What follows belongs to an exercise in optimizing a design on an open flow for small area; a production flow would make more cautious choices.
Where RTL was checked, it was by simulation tests only, not by an equivalence proof against the original.
Power figures rest on the tool's default switching activity, not on a simulated workload.

job 101:
==> flow/design.v <==
module fifo (
	input [31:0] DI,
	input	RE,
	input	WE,
	input   clk,
	input	rst,
	output	[31:0] res,
	output	read_valid,
	output	r_err,
	output	w_err
);
	reg  [3:0]  rp, wp;
	reg  [31:0] mem [0:7];
	reg  [31:0] res_r;
	reg         rv_r;
	wire empty = (rp == wp);
	wire full  = (rp[2:0] == wp[2:0]) & (rp[3] ^ wp[3]);
	wire re_ok = RE & ~empty & ~rst;
	wire we_ok = WE & (~full | RE) & ~rst;
	assign r_err = RE & empty;
	assign w_err = WE & full;
	assign read_valid = rv_r;
	assign res = res_r;
	always @(posedge clk) begin
		if (rst) begin
			rp <= 4'd0;
			wp <= 4'd0;
		end else begin
			if (re_ok) rp <= rp + 4'd1;
			if (we_ok) wp <= wp + 4'd1;
		end
		rv_r <= re_ok;
	end
	always @(posedge clk)
		res_r <= mem[rp[2:0]];
	always @(posedge clk)
		if (we_ok) mem[wp[2:0]] <= DI;
endmodule
Settings: LEC_CHECK=0, ABC_AREA=1, CAP_MARGIN=20, CORE_MARGIN=2, CORE_UTILIZATION=60, CTS_BUF_LIST=sky130_fd_sc_hd__clkbuf_4 sky130_fd_sc_hd__clkbuf_2, SLEW_MARGIN=20; clock period 5.0 ns.
run.sh (not shown) runs the stock make flow with config.mk's settings and CLKGATE_MAP_FILE= SYNTH_SCRIPT=/design/flow/synth_recipe.tcl, a recipe that flattens the netlist after the stock synthesis.
Inputs modified between job 101 and job 102:
--- a/flow/design.v
+++ b/flow/design.v
@@ -32,6 +32,13 @@
 		rv_r <= re_ok;
 	end
+	reg [31:0] head;
+	integer k;
+	always @* begin
+		head = 32'd0;
+		for (k = 0; k < 8; k = k + 1)
+			head = head | (mem[k] & {32{rp[2:0] == k}});
+	end
 	always @(posedge clk)
-		res_r <= mem[rp[2:0]];
+		res_r <= head;
 	always @(posedge clk)
 		if (we_ok) mem[wp[2:0]] <= DI;
Findings:
Job 102 went all the way through synthesis, placement and routing and the layout is clean on timing, DRC and antenna.
When job 102 is set beside job 101, its cell area after synthesis turns out to be 4.3% smaller.
From job 101 to job 102 the numbers moved as follows: synthesized cell count shows a reduction of 14%; final critical delay including setup and external delays dropped 0.23 ns; part of the power in registers lower; global-route wire length before repair fell about 10%; proportion of synthesized flip-flops having asynchronous set or reset level.
Final worst slack, job 102 and job 101: smaller value in job 101
Utilization of the core after routing | job 102 above job 101
Re number of inverters outside the clock class in the layout: job 102 and job 101 aren't equal, and the lower value belongs to job 101.
Changes observed in job 102 relative to job 101: multi-input gate count lost 102; cell count lost 8.0%; compound-gate portion of the synthesized area lost 6.7 points.
Function was not checked in any run of this note: the RTL went through the layout flow alone.

---

Another version of the RTL of fifo (not shown whole).
For scale: about 540 cells after synthesis, about 300 flip-flops, ~71 I/O pins.
==> module fifo, before the edit <==
module fifo (
	input [31:0] DI,
	input	RE,
	input	WE,
	input   clk,
	input	rst,
	output	[31:0] res,
	output	read_valid,
	output	r_err,
	output	w_err
);
	reg  [3:0]  rp, wp;
	reg  [31:0] mem [0:7];
	reg  [31:0] res_r;
	reg         rv_r;
	wire empty = (rp == wp);
	wire full  = (rp[2:0] == wp[2:0]) & (rp[3] ^ wp[3]);
	wire re_ok = RE & ~empty & ~rst;
	wire we_ok = WE & (~full | RE) & ~rst;
	assign r_err = RE & empty;
	assign w_err = WE & full;
	assign read_valid = rv_r;
	assign res = res_r;
	always @(posedge clk) begin
		if (rst) begin
			rp <= 4'd0;
			wp <= 4'd0;
		end else begin
			if (re_ok) rp <= rp + 4'd1;
			if (we_ok) wp <= wp + 4'd1;
		end
		rv_r <= re_ok;
	end
	always @(posedge clk)
		if (we_ok) mem[wp[2:0]] <= DI;
	wire [7:0] sel = 8'd1 << rp[2:0];
	wire [31:0] n0, n1, n2;
	ao222n g0 (.a(mem[0]), .b(mem[1]), .c(mem[2]), .sa(sel[0]), .sb(sel[1]), .sc(sel[2]), .y(n0));
	ao222n g1 (.a(mem[3]), .b(mem[4]), .c(mem[5]), .sa(sel[3]), .sb(sel[4]), .sc(sel[5]), .y(n1));
	ao22n  g2 (.a(mem[6]), .b(mem[7]), .sa(sel[6]), .sb(sel[7]), .y(n2));
	always @(posedge clk)
		res_r <= ~(n0 & n1 & n2);
endmodule
clock: 5.0 ns
lec_check: 0
abc_area: 0
cap_margin: 20
core_margin: 2
core_utilization: 70
slew_margin: 20
synth_hierarchical: 1
synth_minimum_keep_size: 0
standard.sh (not shown) runs the stock make flow with config.mk's settings and CLKGATE_MAP_FILE= SYNTH_SCRIPT=/design/flow/synth_recipe.tcl, a recipe that flattens the netlist after the stock synthesis.
==> flow/flow/run.sh <==
#!/bin/bash
# Standard ORFS layout, with the smallest buffer on the ports and a
# clock tree of small buffers without dummy loads.
export BUFFER_PORTS_ARGS="-buffer_cell sky130_fd_sc_hd__buf_1"
export CTS_ARGS="-sink_clustering_enable -repair_clock_nets -dont_use_dummy_load -buf_list {sky130_fd_sc_hd__clkbuf_4} -sink_clustering_size 10 -sink_clustering_max_diameter 100"
bash standard.sh > standard.log 2>&1
Edit:
--- a/flow/design.v
+++ b/flow/design.v
@@ -9,31 +9,36 @@
 	output	r_err,
 	output	w_err
 );
-	reg  [3:0]  rp, wp;
+	reg  [2:0]  rp, wp;
+	reg         lastw;
 	reg  [31:0] mem [0:7];
 	reg  [31:0] res_r;
 	reg         rv_r;
-	wire empty = (rp == wp);
-	wire full  = (rp[2:0] == wp[2:0]) & (rp[3] ^ wp[3]);
-	wire re_ok = RE & ~empty & ~rst;
-	wire we_ok = WE & (~full | RE) & ~rst;
+	wire eq    = (rp == wp);
+	wire empty = eq & ~lastw;
+	wire full  = eq & lastw;
+	wire re_ok = RE & ~empty;
+	wire we_ok = WE & (~full | RE);
 	assign r_err = RE & empty;
 	assign w_err = WE & full;
 	assign read_valid = rv_r;
 	assign res = res_r;
 	always @(posedge clk) begin
 		if (rst) begin
-			rp <= 4'd0;
-			wp <= 4'd0;
+			rp <= 3'd0;
+			wp <= 3'd0;
+			lastw <= 1'b0;
+			rv_r <= 1'b0;
 		end else begin
-			if (re_ok) rp <= rp + 4'd1;
-			if (we_ok) wp <= wp + 4'd1;
+			if (re_ok) rp <= rp + 3'd1;
+			if (we_ok) wp <= wp + 3'd1;
+			if (re_ok != we_ok) lastw <= we_ok;
+			rv_r <= re_ok;
 		end
-		rv_r <= re_ok;
 	end
 	always @(posedge clk)
-		if (we_ok) mem[wp[2:0]] <= DI;
-	wire [7:0] sel = 8'd1 << rp[2:0];
+		if (we_ok) mem[wp] <= DI;
+	wire [7:0] sel = 8'd1 << rp;
 	wire [31:0] n0, n1, n2;
 	ao222n g0 (.a(mem[0]), .b(mem[1]), .c(mem[2]), .sa(sel[0]), .sb(sel[1]), .sc(sel[2]), .y(n0));
 	ao222n g1 (.a(mem[3]), .b(mem[4]), .c(mem[5]), .sa(sel[3]), .sb(sel[4]), .sc(sel[5]), .y(n1));
Result: The changed run passed the timing, design-rule and antenna checks; worst setup slack is better by 0.089 ns; power falls by 4.5%; routed wire length stays flat; critical path depth stays the same; first-iteration DRC count fell by 8.9%; hold slack degrades by 0.046 ns; count of clock-buffer cells in the layout does not change.

==> separate check: timing with driven ports <==
No port has a modelled driver above. Below, the same layouts with a new extraction and two added sets of constraints.
Step 1 (the two cells are an assumption about what drives the block):
set clk [get_ports {clk}]
set_driving_cell -lib_cell sky130_fd_sc_hd__clkbuf_16 $clk
set_driving_cell -lib_cell sky130_fd_sc_hd__buf_2 [delete_from_list [all_inputs] $clk]
Step 2 also shifts input and output timing later by t, the mid clock arrival at the registers, as if the neighbouring blocks saw the same clock.
Three values: ideal, step 1, step 2; two values: the first two.
run	shift t [ns]	setup WS [ns]	worst hold slack (ns)	latest minus earliest clock arrival (ns)	slew at the worst register clock pin (ns)
job 101	0.677	1.349 / 1.311 / 1.418	0.552 / 0.552 / 0.552	0.044 / 0.044	0.07 / 0.07
job 102	0.678	1.576 / 1.541 / 1.496	0.451 / 0.451 / 0.451	0.041 / 0.041	0.07 / 0.07
the first run of note 2	0.637	2.039 / 2.002 / 1.602	0.483 / 0.483 / 0.483	0.021 / 0.021	0.10 / 0.10
the second run of note 2	0.633	2.128 / 2.091 / 2.196	0.438 / 0.438 / 0.438	0.077 / 0.077	0.11 / 0.11
After both steps setup and hold are still met in every run listed. For the first run of note 2, which loses most, drivers alone change the setup slack by -0.037 ns; drivers and shift together by -0.437 ns.
